What follows belongs to an exercise in optimizing a design on an open flow for small area, a short achievable clock period and few clock cycles; a production flow would make more cautious choices. Power is estimated from default activity; no workload was simulated.

==> pepper <==
// booth_mul64
module booth_mul64(clk, reset_n, multiplier, multiplicand, op_start, op_clear, op_done, result);
  input clk, reset_n;
  input op_start, op_clear;
  input [63:0] multiplier, multiplicand;
  output op_done;
  output [127:0] result;
  reg st_idle, st_busy, st_cpa, st_done;
  reg [2:0] cnt;
  reg [63:0] M;           
  reg [63:0] PL;          
  reg [64:0] S, C;        
  reg [7:0] SL, CL;       
  reg [3:0] bone0, btwo0, bneg0;   
  assign op_done = st_done;
  assign result = {S[63:0], PL};
  wire [64:0] xe  = {M[63], M};
  wire [64:0] x2e = {M, 1'b0};
  wire [64:0] pp0;
  assign pp0[64:0] = (({65{bone0[0]}} & xe[64:0]) | ({65{btwo0[0]}} & x2e[64:0])) ^ {65{bneg0[0]}};
  wire [64:0] pp1;
  assign pp1[64:0] = (({65{bone0[1]}} & xe[64:0]) | ({65{btwo0[1]}} & x2e[64:0])) ^ {65{bneg0[1]}};
  wire [64:0] pp2;
  assign pp2[64:0] = (({65{bone0[2]}} & xe[64:0]) | ({65{btwo0[2]}} & x2e[64:0])) ^ {65{bneg0[2]}};
  wire [64:0] pp3;
  assign pp3[64:0] = (({65{bone0[3]}} & xe[64:0]) | ({65{btwo0[3]}} & x2e[64:0])) ^ {65{bneg0[3]}};
  wire c8;
  ...
export LEC_CHECK = 0
export CAP_MARGIN = 20
export CORE_MARGIN = 2
export CORE_UTILIZATION = 40
export SETUP_SLACK_MARGIN = 4.0
export SLEW_MARGIN = 20
create_clock -name core_clock -period 7.0 [get_ports {clk}]
standard.sh (not shown) runs the stock make flow with config.mk's settings and CLKGATE_MAP_FILE= SYNTH_SCRIPT=/design/flow/synth_recipe.tcl, a recipe that flattens the netlist after the stock synthesis.
==> flow/flow/run.sh <==
#!/bin/bash
# Layout flow: the standard flow, with the port buffers made of the
# smallest plain buffer instead of the default delay buffer, and no dummy
# loads in the clock tree.
set -o pipefail
export BUFFER_PORTS_ARGS="-buffer_cell sky130_fd_sc_hd__buf_1"
export CTS_ARGS="-sink_clustering_enable -repair_clock_nets -dont_use_dummy_load"
bash standard.sh > standard.log 2>&1
==> maple: changes against pepper <==
--- a/flow/design.v
+++ b/flow/design.v
@@ -8,24 +8,29 @@
   reg [2:0] cnt;
   reg [63:0] M;           
   reg [63:0] PL;          
   reg [64:0] S, C;        
   reg [7:0] SL, CL;       
   reg [3:0] bone0, btwo0, bneg0;   
+  reg [3:0] bone1, btwo1, bneg1;   
   assign op_done = st_done;
   assign result = {S[63:0], PL};
   wire [64:0] xe  = {M[63], M};
   wire [64:0] x2e = {M, 1'b0};
   wire [64:0] pp0;
-  assign pp0[64:0] = (({65{bone0[0]}} & xe[64:0]) | ({65{btwo0[0]}} & x2e[64:0])) ^ {65{bneg0[0]}};
+  assign pp0[32:0] = (({33{bone0[0]}} & xe[32:0]) | ({33{btwo0[0]}} & x2e[32:0])) ^ {33{bneg0[0]}};
+  assign pp0[64:33] = (({32{bone1[0]}} | ~xe[64:33]) & ({32{btwo1[0]}} | ~x2e[64:33])) ^ {32{bneg1[0]}};
   wire [64:0] pp1;
-  assign pp1[64:0] = (({65{bone0[1]}} & xe[64:0]) | ({65{btwo0[1]}} & x2e[64:0])) ^ {65{bneg0[1]}};
+  assign pp1[32:0] = (({33{bone0[1]}} & xe[32:0]) | ({33{btwo0[1]}} & x2e[32:0])) ^ {33{bneg0[1]}};
+  assign pp1[64:33] = (({32{bone1[1]}} | ~xe[64:33]) & ({32{btwo1[1]}} | ~x2e[64:33])) ^ {32{bneg1[1]}};
   wire [64:0] pp2;
-  assign pp2[64:0] = (({65{bone0[2]}} & xe[64:0]) | ({65{btwo0[2]}} & x2e[64:0])) ^ {65{bneg0[2]}};
+  assign pp2[32:0] = (({33{bone0[2]}} & xe[32:0]) | ({33{btwo0[2]}} & x2e[32:0])) ^ {33{bneg0[2]}};
+  assign pp2[64:33] = (({32{bone1[2]}} | ~xe[64:33]) & ({32{btwo1[2]}} | ~x2e[64:33])) ^ {32{bneg1[2]}};
   wire [64:0] pp3;
-  assign pp3[64:0] = (({65{bone0[3]}} & xe[64:0]) | ({65{btwo0[3]}} & x2e[64:0])) ^ {65{bneg0[3]}};
+  assign pp3[32:0] = (({33{bone0[3]}} & xe[32:0]) | ({33{btwo0[3]}} & x2e[32:0])) ^ {33{bneg0[3]}};
+  assign pp3[64:33] = (({32{bone1[3]}} | ~xe[64:33]) & ({32{btwo1[3]}} | ~x2e[64:33])) ^ {32{bneg1[3]}};
   wire c8;
   wire hs0, hc0, fs1, fc1, fs2, fc2, hs3, hc3, fs4, fc4, fs5, fc5, fs6, fc6, fs7, fc7, fs8, fc8, fs9, fc9, fs10, fc10, fs11, fc11, fs12, fc12, fs13, fc13, fs14, fc14, fs15, fc15, fs16, fc16, fs17, fc17, fs18, fc18, fs19, fc19, fs20, fc20, fs21, fc21, fs22, fc22, fs23, fc23, fs24, fc24, fs25, fc25, fs26, fc26, fs27, fc27, fs28, fc28, fs29, fc29, fs30, fc30, fs31, fc31, fs32, fc32, fs33, fc33, fs34, fc34, fs35, fc35, fs36, fc36, fs37, fc37, fs38, fc38, fs39, fc39, fs40, fc40, fs41, fc41, fs42, fc42, fs43, fc43, fs44, fc44, fs45, fc45, fs46, fc46, fs47, fc47, fs48, fc48, fs49, fc49, fs50, fc50, fs51, fc51, fs52, fc52, fs53, fc53, fs54, fc54, fs55, fc55, fs56, fc56, fs57, fc57, fs58, fc58, fs59, fc59, fs60, fc60, fs61, fc61, fs62, fc62, fs63, fc63, fs64, fc64, fs65, fc65, fs66, fc66, fs67, fc67, fs68, fc68, fs69, fc69, fs70, fc70, fs71, fc71, fs72, fc72, fs73, fc73, fs74, fc74, fs75, fc75, fs76, fc76, fs77, fc77, fs78, fc78, fs79, fc79, fs80, fc80, fs81, fc81, fs82, fc82, fs83, fc83, fs84, fc84, fs85, fc85, fs86, fc86, fs87, fc87, fs88, fc88, fs89, fc89, fs90, fc90, fs91, fc91, fs92, fc92, fs93, fc93, fs94, fc94, fs95, fc95, fs96, fc96, fs97, fc97, fs98, fc98, fs99, fc99, fs100, fc100, fs101, fc101, fs102, fc102, fs103, fc103, fs104, fc104, fs105, fc105, fs106, fc106, fs107, fc107, fs108, fc108, fs109, fc109, fs110, fc110, fs111, fc111, fs112, fc112, fs113, fc113, fs114, fc114, fs115, fc115, fs116, fc116, fs117, fc117, fs118, fc118, fs119, fc119, fs120, fc120, hs121, hc121, hs122, hc122, fs123, fc123, fs124, fc124, fs125, fc125, fs126, fc126, fs127, fc127, fs128, fc128, fs129, fc129, fs130, fc130, fs131, fc131, fs132, fc132, fs133, fc133, fs134, fc134, fs135, fc135, fs136, fc136, fs137, fc137, fs138, fc138, fs139, fc139, fs140, fc140, fs141, fc141, fs142, fc142, fs143, fc143, fs144, fc144, fs145, fc145, fs146, fc146, fs147, fc147, fs148, fc148, fs149, fc149, fs150, fc150, fs151, fc151, fs152, fc152, fs153, fc153, fs154, fc154, fs155, fc155, fs156, fc156, fs157, fc157, fs158, fc158, fs159, fc159, fs160, fc160, fs161, fc161, fs162, fc162, fs163, fc163, fs164, fc164, fs165, fc165, fs166, fc166, fs167, fc167, fs168, fc168, fs169, fc169, fs170, fc170, fs171, fc171, fs172, fc172, fs173, fc173, fs174, fc174, fs175, fc175, fs176, fc176, fs177, fc177, fs178, fc178, fs179, fc179, fs180, fc180, fs181, fc181, fs182, fc182, fs183, fc183, fs184, fc184, fs185, fc185, fs186, fc186, fs187, fc187, hs188, hc188, hs189, hc189, fs190, fc190, fs191, fc191, fs192, fc192, fs193, fc193, fs194, fc194, fs195, fc195, fs196, fc196, fs197, fc197, fs198, fc198, fs199, fc199, fs200, fc200, fs201, fc201, fs202, fc202, fs203, fc203, fs204, fc204, fs205, fc205, fs206, fc206, fs207, fc207, fs208, fc208, fs209, fc209, fs210, fc210, fs211, fc211, fs212, fc212, fs213, fc213, fs214, fc214, fs215, fc215, fs216, fc216, fs217, fc217, fs218, fc218, fs219, fc219, fs220, fc220, fs221, fc221, fs222, fc222, fs223, fc223, fs224, fc224, fs225, fc225, fs226, fc226, fs227, fc227, fs228, fc228, fs229, fc229, fs230, fc230, fs231, fc231, fs232, fc232, fs233, fc233, fs234, fc234, fs235, fc235, fs236, fc236, fs237, fc237, fs238, fc238, fs239, fc239, fs240, fc240, fs241, fc241, fs242, fc242, fs243, fc243, fs244, fc244, fs245, fc245, fs246, fc246, fs247, fc247, fs248, fc248, fs249, fc249, fs250, fc250, fs251, fc251, fs252, fc252, fs253, fc253, fs254, fc254, fs255, fc255, fs256, fc256, fs257, fc257, hs258, hc258;
   assign hs0 = S[4] ^ C[4];
   assign hc0 = S[4] & C[4];
   assign fs1 = S[5] ^ C[5] ^ pp0[5];
   assign fc1 = (S[5] & C[5]) | (S[5] & pp0[5]) | (C[5] & pp0[5]);
@@ -934,12 +939,13 @@
       st_done <= ~op_clear & (st_cpa | st_done);
       cnt <= st_busy ? cnt + 3'd1 : 3'd0;
     end
   always @(posedge clk) begin
     M <= multiplicand;
     bone0 <= n_one; btwo0 <= n_two; bneg0 <= n_neg;
+    bone1 <= ~n_one; btwo1 <= ~n_two; bneg1 <= ~n_neg;
     if (st_idle) PL <= multiplier;
     else if (st_busy | st_cpa) PL <= {sum[7:0], PL[63:8]};
     if (st_idle) begin
       S <= {1'b1, ninit};
       C <= 65'd0; SL <= 8'd0; CL <= 8'd0;
     end else if (st_busy) begin
==> flow_summary.toml <==
[place]
dp.cells = 3246

[die]
tapCellCount = 773
die_y_um = 247.0

[finish]
seq_share_pct = 25.23
multi_input_area_share_pct = 55.65
nonClockInverterCount = 346
most-common-layout-cells = "338 x inv_1, 260 x buf_1, 251 x fa_1"

[critical_path]
critical_path_peak_fanout = 5
rr_endpoint = "S[50]$_DFF_P_"

[pwr]
p_comb_mw = 6.51
p_seq_share_pct = 23.9
p_switching_mw = 4.897

[run_status]
status = "no timing/DRC/antenna violations"

[yosys]
syn-num-nets = 2869
synth_xor_area_share_pct = 11.60

[timing]
finalWorstPathRequiredPeriod_ns = 3.008
Source of the figures above: maple

==> flow_summary.toml <==
[run_status]
status = "no timing/DRC/antenna violations"

[yosys]
syn-num-nets = 2793
synth_xor_area_share_pct = 11.71

[finish]
most-common-layout-cells = "260 x buf_1, 243 x inv_1, 211 x fa_1"
seq_share_pct = 23.76
multi_input_area_share_pct = 56.12

[place]
dp.cells = 3123

[die]
die_y_um = 245.5

[critical_path]
rr_endpoint = "S[56]$_DFF_P_"
critical_path_peak_fanout = 4
Source of the figures above: pepper

Function was not checked in any run of this note: the RTL went through the layout flow alone.

* * *

==> violet: inputs <==
Another version of the RTL of booth_mul64 (not shown whole).
export LEC_CHECK = 0
export CAP_MARGIN = 20
export CORE_MARGIN = 2
export CORE_UTILIZATION = 40
export SETUP_SLACK_MARGIN = 4.3
export SLEW_MARGIN = 20
create_clock -name core_clock -period 7.0 [get_ports {clk}]
run.sh (not shown) runs the stock make flow with config.mk's settings and CLKGATE_MAP_FILE= SYNTH_SCRIPT=/design/flow/synth_recipe.tcl, a recipe that flattens the netlist after the stock synthesis.
Stock flow here: none of the scripts above is used.
==> inputs of cedar, as changes to violet <==
--- a/flow/design.v
+++ b/flow/design.v
@@ -9,28 +9,33 @@
   reg [63:0] M;           
   reg [63:0] PL;          
   reg [63:0] S, C;        
   reg [7:0] SL, CL;       
   reg cin;
   reg [3:0] bone0, btwo0, bneg0;   
+  reg [3:0] bone1, btwo1, bneg1;   
   assign op_done = st_done;
   assign result = {S, PL};
   wire [64:0] xe  = {M[63], M};
   wire [64:0] x2e = {M, 1'b0};
   wire [64:0] pp0;
   wire nb0 = bneg0[0];
-  assign pp0[64:0] = (({65{bone0[0]}} & xe[64:0]) | ({65{btwo0[0]}} & x2e[64:0])) ^ {65{bneg0[0]}};
+  assign pp0[32:0] = (({33{bone0[0]}} & xe[32:0]) | ({33{btwo0[0]}} & x2e[32:0])) ^ {33{bneg0[0]}};
+  assign pp0[64:33] = (({32{bone1[0]}} | ~xe[64:33]) & ({32{btwo1[0]}} | ~x2e[64:33])) ^ {32{bneg1[0]}};
   wire [64:0] pp1;
   wire nb1 = bneg0[1];
-  assign pp1[64:0] = (({65{bone0[1]}} & xe[64:0]) | ({65{btwo0[1]}} & x2e[64:0])) ^ {65{bneg0[1]}};
+  assign pp1[32:0] = (({33{bone0[1]}} & xe[32:0]) | ({33{btwo0[1]}} & x2e[32:0])) ^ {33{bneg0[1]}};
+  assign pp1[64:33] = (({32{bone1[1]}} | ~xe[64:33]) & ({32{btwo1[1]}} | ~x2e[64:33])) ^ {32{bneg1[1]}};
   wire [64:0] pp2;
   wire nb2 = bneg0[2];
-  assign pp2[64:0] = (({65{bone0[2]}} & xe[64:0]) | ({65{btwo0[2]}} & x2e[64:0])) ^ {65{bneg0[2]}};
+  assign pp2[32:0] = (({33{bone0[2]}} & xe[32:0]) | ({33{btwo0[2]}} & x2e[32:0])) ^ {33{bneg0[2]}};
+  assign pp2[64:33] = (({32{bone1[2]}} | ~xe[64:33]) & ({32{btwo1[2]}} | ~x2e[64:33])) ^ {32{bneg1[2]}};
   wire [64:0] pp3;
   wire nb3 = bneg0[3];
-  assign pp3[64:0] = (({65{bone0[3]}} & xe[64:0]) | ({65{btwo0[3]}} & x2e[64:0])) ^ {65{bneg0[3]}};
+  assign pp3[32:0] = (({33{bone0[3]}} & xe[32:0]) | ({33{btwo0[3]}} & x2e[32:0])) ^ {33{bneg0[3]}};
+  assign pp3[64:33] = (({32{bone1[3]}} | ~xe[64:33]) & ({32{btwo1[3]}} | ~x2e[64:33])) ^ {32{bneg1[3]}};
   wire fs0, fc0, fs1, fc1, fs2, fc2, fs3, fc3, fs4, fc4, fs5, fc5, fs6, fc6, fs7, fc7, fs8, fc8, fs9, fc9, fs10, fc10, fs11, fc11, fs12, fc12, fs13, fc13, fs14, fc14, fs15, fc15, fs16, fc16, fs17, fc17, fs18, fc18, fs19, fc19, fs20, fc20, fs21, fc21, fs22, fc22, fs23, fc23, fs24, fc24, fs25, fc25, fs26, fc26, fs27, fc27, fs28, fc28, fs29, fc29, fs30, fc30, fs31, fc31, fs32, fc32, fs33, fc33, fs34, fc34, fs35, fc35, fs36, fc36, fs37, fc37, fs38, fc38, fs39, fc39, fs40, fc40, fs41, fc41, fs42, fc42, fs43, fc43, fs44, fc44, fs45, fc45, fs46, fc46, fs47, fc47, fs48, fc48, fs49, fc49, fs50, fc50, fs51, fc51, fs52, fc52, fs53, fc53, fs54, fc54, fs55, fc55, fs56, fc56, fs57, fc57, fs58, fc58, fs59, fc59, fs60, fc60, fs61, fc61, fs62, fc62, fs63, fc63, fs64, fc64, fs65, fc65, fs66, fc66, fs67, fc67, fs68, fc68, fs69, fc69, fs70, fc70, fs71, fc71, fs72, fc72, fs73, fc73, fs74, fc74, fs75, fc75, fs76, fc76, fs77, fc77, fs78, fc78, fs79, fc79, fs80, fc80, fs81, fc81, fs82, fc82, fs83, fc83, fs84, fc84, fs85, fc85, fs86, fc86, fs87, fc87, fs88, fc88, fs89, fc89, fs90, fc90, fs91, fc91, fs92, fc92, fs93, fc93, fs94, fc94, fs95, fc95, fs96, fc96, fs97, fc97, fs98, fc98, fs99, fc99, fs100, fc100, fs101, fc101, fs102, fc102, fs103, fc103, fs104, fc104, fs105, fc105, fs106, fc106, fs107, fc107, fs108, fc108, fs109, fc109, fs110, fc110, fs111, fc111, fs112, fc112, fs113, fc113, fs114, fc114, fs115, fc115, fs116, fc116, fs117, fc117, fs118, fc118, fs119, fc119, fs120, fc120, fs121, fc121, fs122, fc122, fs123, fc123, fs124, fc124, fs125, fc125, fs126, fc126, fs127, fc127, fs128, fc128, fs129, fc129, fs130, fc130, fs131, fc131, fs132, fc132, fs133, fc133, fs134, fc134, fs135, fc135, fs136, fc136, fs137, fc137, fs138, fc138, fs139, fc139, fs140, fc140, fs141, fc141, fs142, fc142, fs143, fc143, fs144, fc144, fs145, fc145, fs146, fc146, fs147, fc147, fs148, fc148, fs149, fc149, fs150, fc150, fs151, fc151, fs152, fc152, fs153, fc153, fs154, fc154, fs155, fc155, fs156, fc156, fs157, fc157, fs158, fc158, fs159, fc159, fs160, fc160, fs161, fc161, fs162, fc162, fs163, fc163, fs164, fc164, fs165, fc165, fs166, fc166, fs167, fc167, fs168, fc168, fs169, fc169, fs170, fc170, fs171, fc171, fs172, fc172, fs173, fc173, fs174, fc174, fs175, fc175, fs176, fc176, fs177, fc177, fs178, fc178, fs179, fc179, fs180, fc180, fs181, fc181, fs182, fc182, fs183, fc183, fs184, fc184, fs185, fc185, fs186, fc186, fs187, fc187, fs188, fc188, fs189, fc189, fs190, fc190, fs191, fc191, fs192, fc192, fs193, fc193, fs194, fc194, fs195, fc195, fs196, fc196, fs197, fc197, fs198, fc198, fs199, fc199, fs200, fc200, fs201, fc201, fs202, fc202, fs203, fc203, fs204, fc204, fs205, fc205, fs206, fc206, fs207, fc207, fs208, fc208, fs209, fc209, fs210, fc210, fs211, fc211, fs212, fc212, fs213, fc213, fs214, fc214, fs215, fc215, fs216, fc216, fs217, fc217, fs218, fc218, fs219, fc219, fs220, fc220, fs221, fc221, fs222, fc222, fs223, fc223, fs224, fc224, fs225, fc225, fs226, fc226, fs227, fc227, fs228, fc228, fs229, fc229, fs230, fc230, fs231, fc231, fs232, fc232, fs233, fc233, fs234, fc234, fs235, fc235, fs236, fc236, fs237, fc237, fs238, fc238, fs239, fc239, fs240, fc240, fs241, fc241, fs242, fc242, fs243, fc243, fs244, fc244, fs245, fc245, fs246, fc246, fs247, fc247, fs248, fc248, fs249, fc249, hs250, hc250, fs251, fc251, fs252, fc252;
   assign fs0 = C[0] ^ S[0] ^ nb0;
   assign fc0 = (C[0] & S[0]) | (C[0] & nb0) | (S[0] & nb0);
   assign fs1 = S[1] ^ C[1] ^ pp0[1];
   assign fc1 = (S[1] & C[1]) | (S[1] & pp0[1]) | (C[1] & pp0[1]);
   assign fs2 = C[2] ^ S[2] ^ nb1;
@@ -564,12 +569,13 @@
       st_done <= ~op_clear & (st_cpa | st_done);
       cnt <= st_busy ? cnt + 3'd1 : 3'd0;
     end
   always @(posedge clk) begin
     M <= multiplicand;
     bone0 <= n_one; btwo0 <= n_two; bneg0 <= n_neg;
+    bone1 <= ~n_one; btwo1 <= ~n_two; bneg1 <= ~n_neg;
     if (st_idle) PL <= multiplier;
     else if (st_busy | st_cpa) PL <= {sum[7:0], PL[63:8]};
     if (st_idle) begin
       S <= 64'd0; C <= 64'd0; SL <= 8'd0; CL <= 8'd0; cin <= 1'b0;
     end else if (st_busy) begin
       S <= TS[71:8]; C <= TC[71:8];
==> run notes <==
| item | cedar | violet |
|---|---|---|
| Outcome | no timing/DRC/antenna violations | no timing/DRC/antenna violations |
| Maximum number of pins on one net before global-route repair | 87 | 68 |
| Routability-driven placement congestion ratio | 0.880 | 0.912 |
| Tapcell count | 864 | 855 |
| NetSw | 0.00664 W | 0.00668 W |
| Post-synth ARST share | 2.33% | 2.42% |
| Combinational Power Share | 67.0% | 68.3% |
| Area after detailed placement | 30100 um2 | 29700 um2 |
| Clock network power | 0.00229 W | 0.00213 W |
| Clock net sink count | 301 | 289 |
| FILL cells | 5412 | 5322 |
| Largest fanout of any net on the critical path | 6 | 4 |
| Max Clk Rate | 0.289 GHz | 0.283 GHz |
| GR met3 Demand/Resource | 7.74% | 8.81% |
| Site row count | 94 | 93 |
| Fraction of final layout cells sized beyond drive strength 1 | 34.3% | 35.5% |
| Worst Slack Setup Final | 3550 ps | 3470 ps |
| Xor/xnor cell area share of the yosys netlist | 10.8% | 10.8% |
| Count of vias placed by the detailed router | 23300 | 23800 |
| Proportion of cell area spent on the clock network | 3.81% | 3.58% |
| Met1 global-route usage | 34.4% | 39.9% |
| Worst VDD drop | 0.000214 V | 0.000256 V |
| Setup skew after layout | 24.0 ps | 38.7 ps |
| Pwr dens | 386 nW/um2 | 391 nW/um2 |
| Clock buffer instance count of the final layout | 54 | 52 |
No run of this note included a check of the RTL's function; only the layout flow was run.

[re-timing with driven ports]
Ports are ideal in the flow. The routed layouts listed here were re-timed in OpenROAD. Step 1 sets driving cells, clkbuf_16 on the clock port and buf_2 on the other inputs (assumed; they add their load-dependent delay and slew). Step 2 times the ports against the registers' clock, not the clock port: input delays grow and output delays shrink by t, the midpoint of the rising clock arrivals with the driver on. Three values: no drivers, after step 1, after step 2; two values: the first two.
| run | shift t [ns] | setup slack, ns | slew at the worst register clock pin (ns) |
|---|---|---|---|
| pepper | 0.609 | 3.890 / 3.890 / 3.890 | 0.06 / 0.06 |
| maple | 0.607 | 3.992 / 3.992 / 3.992 | 0.06 / 0.06 |
| violet | 0.641 | 3.469 / 3.469 / 3.469 | 0.07 / 0.07 |
| cedar | 0.631 | 3.545 / 3.545 / 3.545 | 0.07 / 0.07 |
After both steps setup and hold are still met in every run listed.
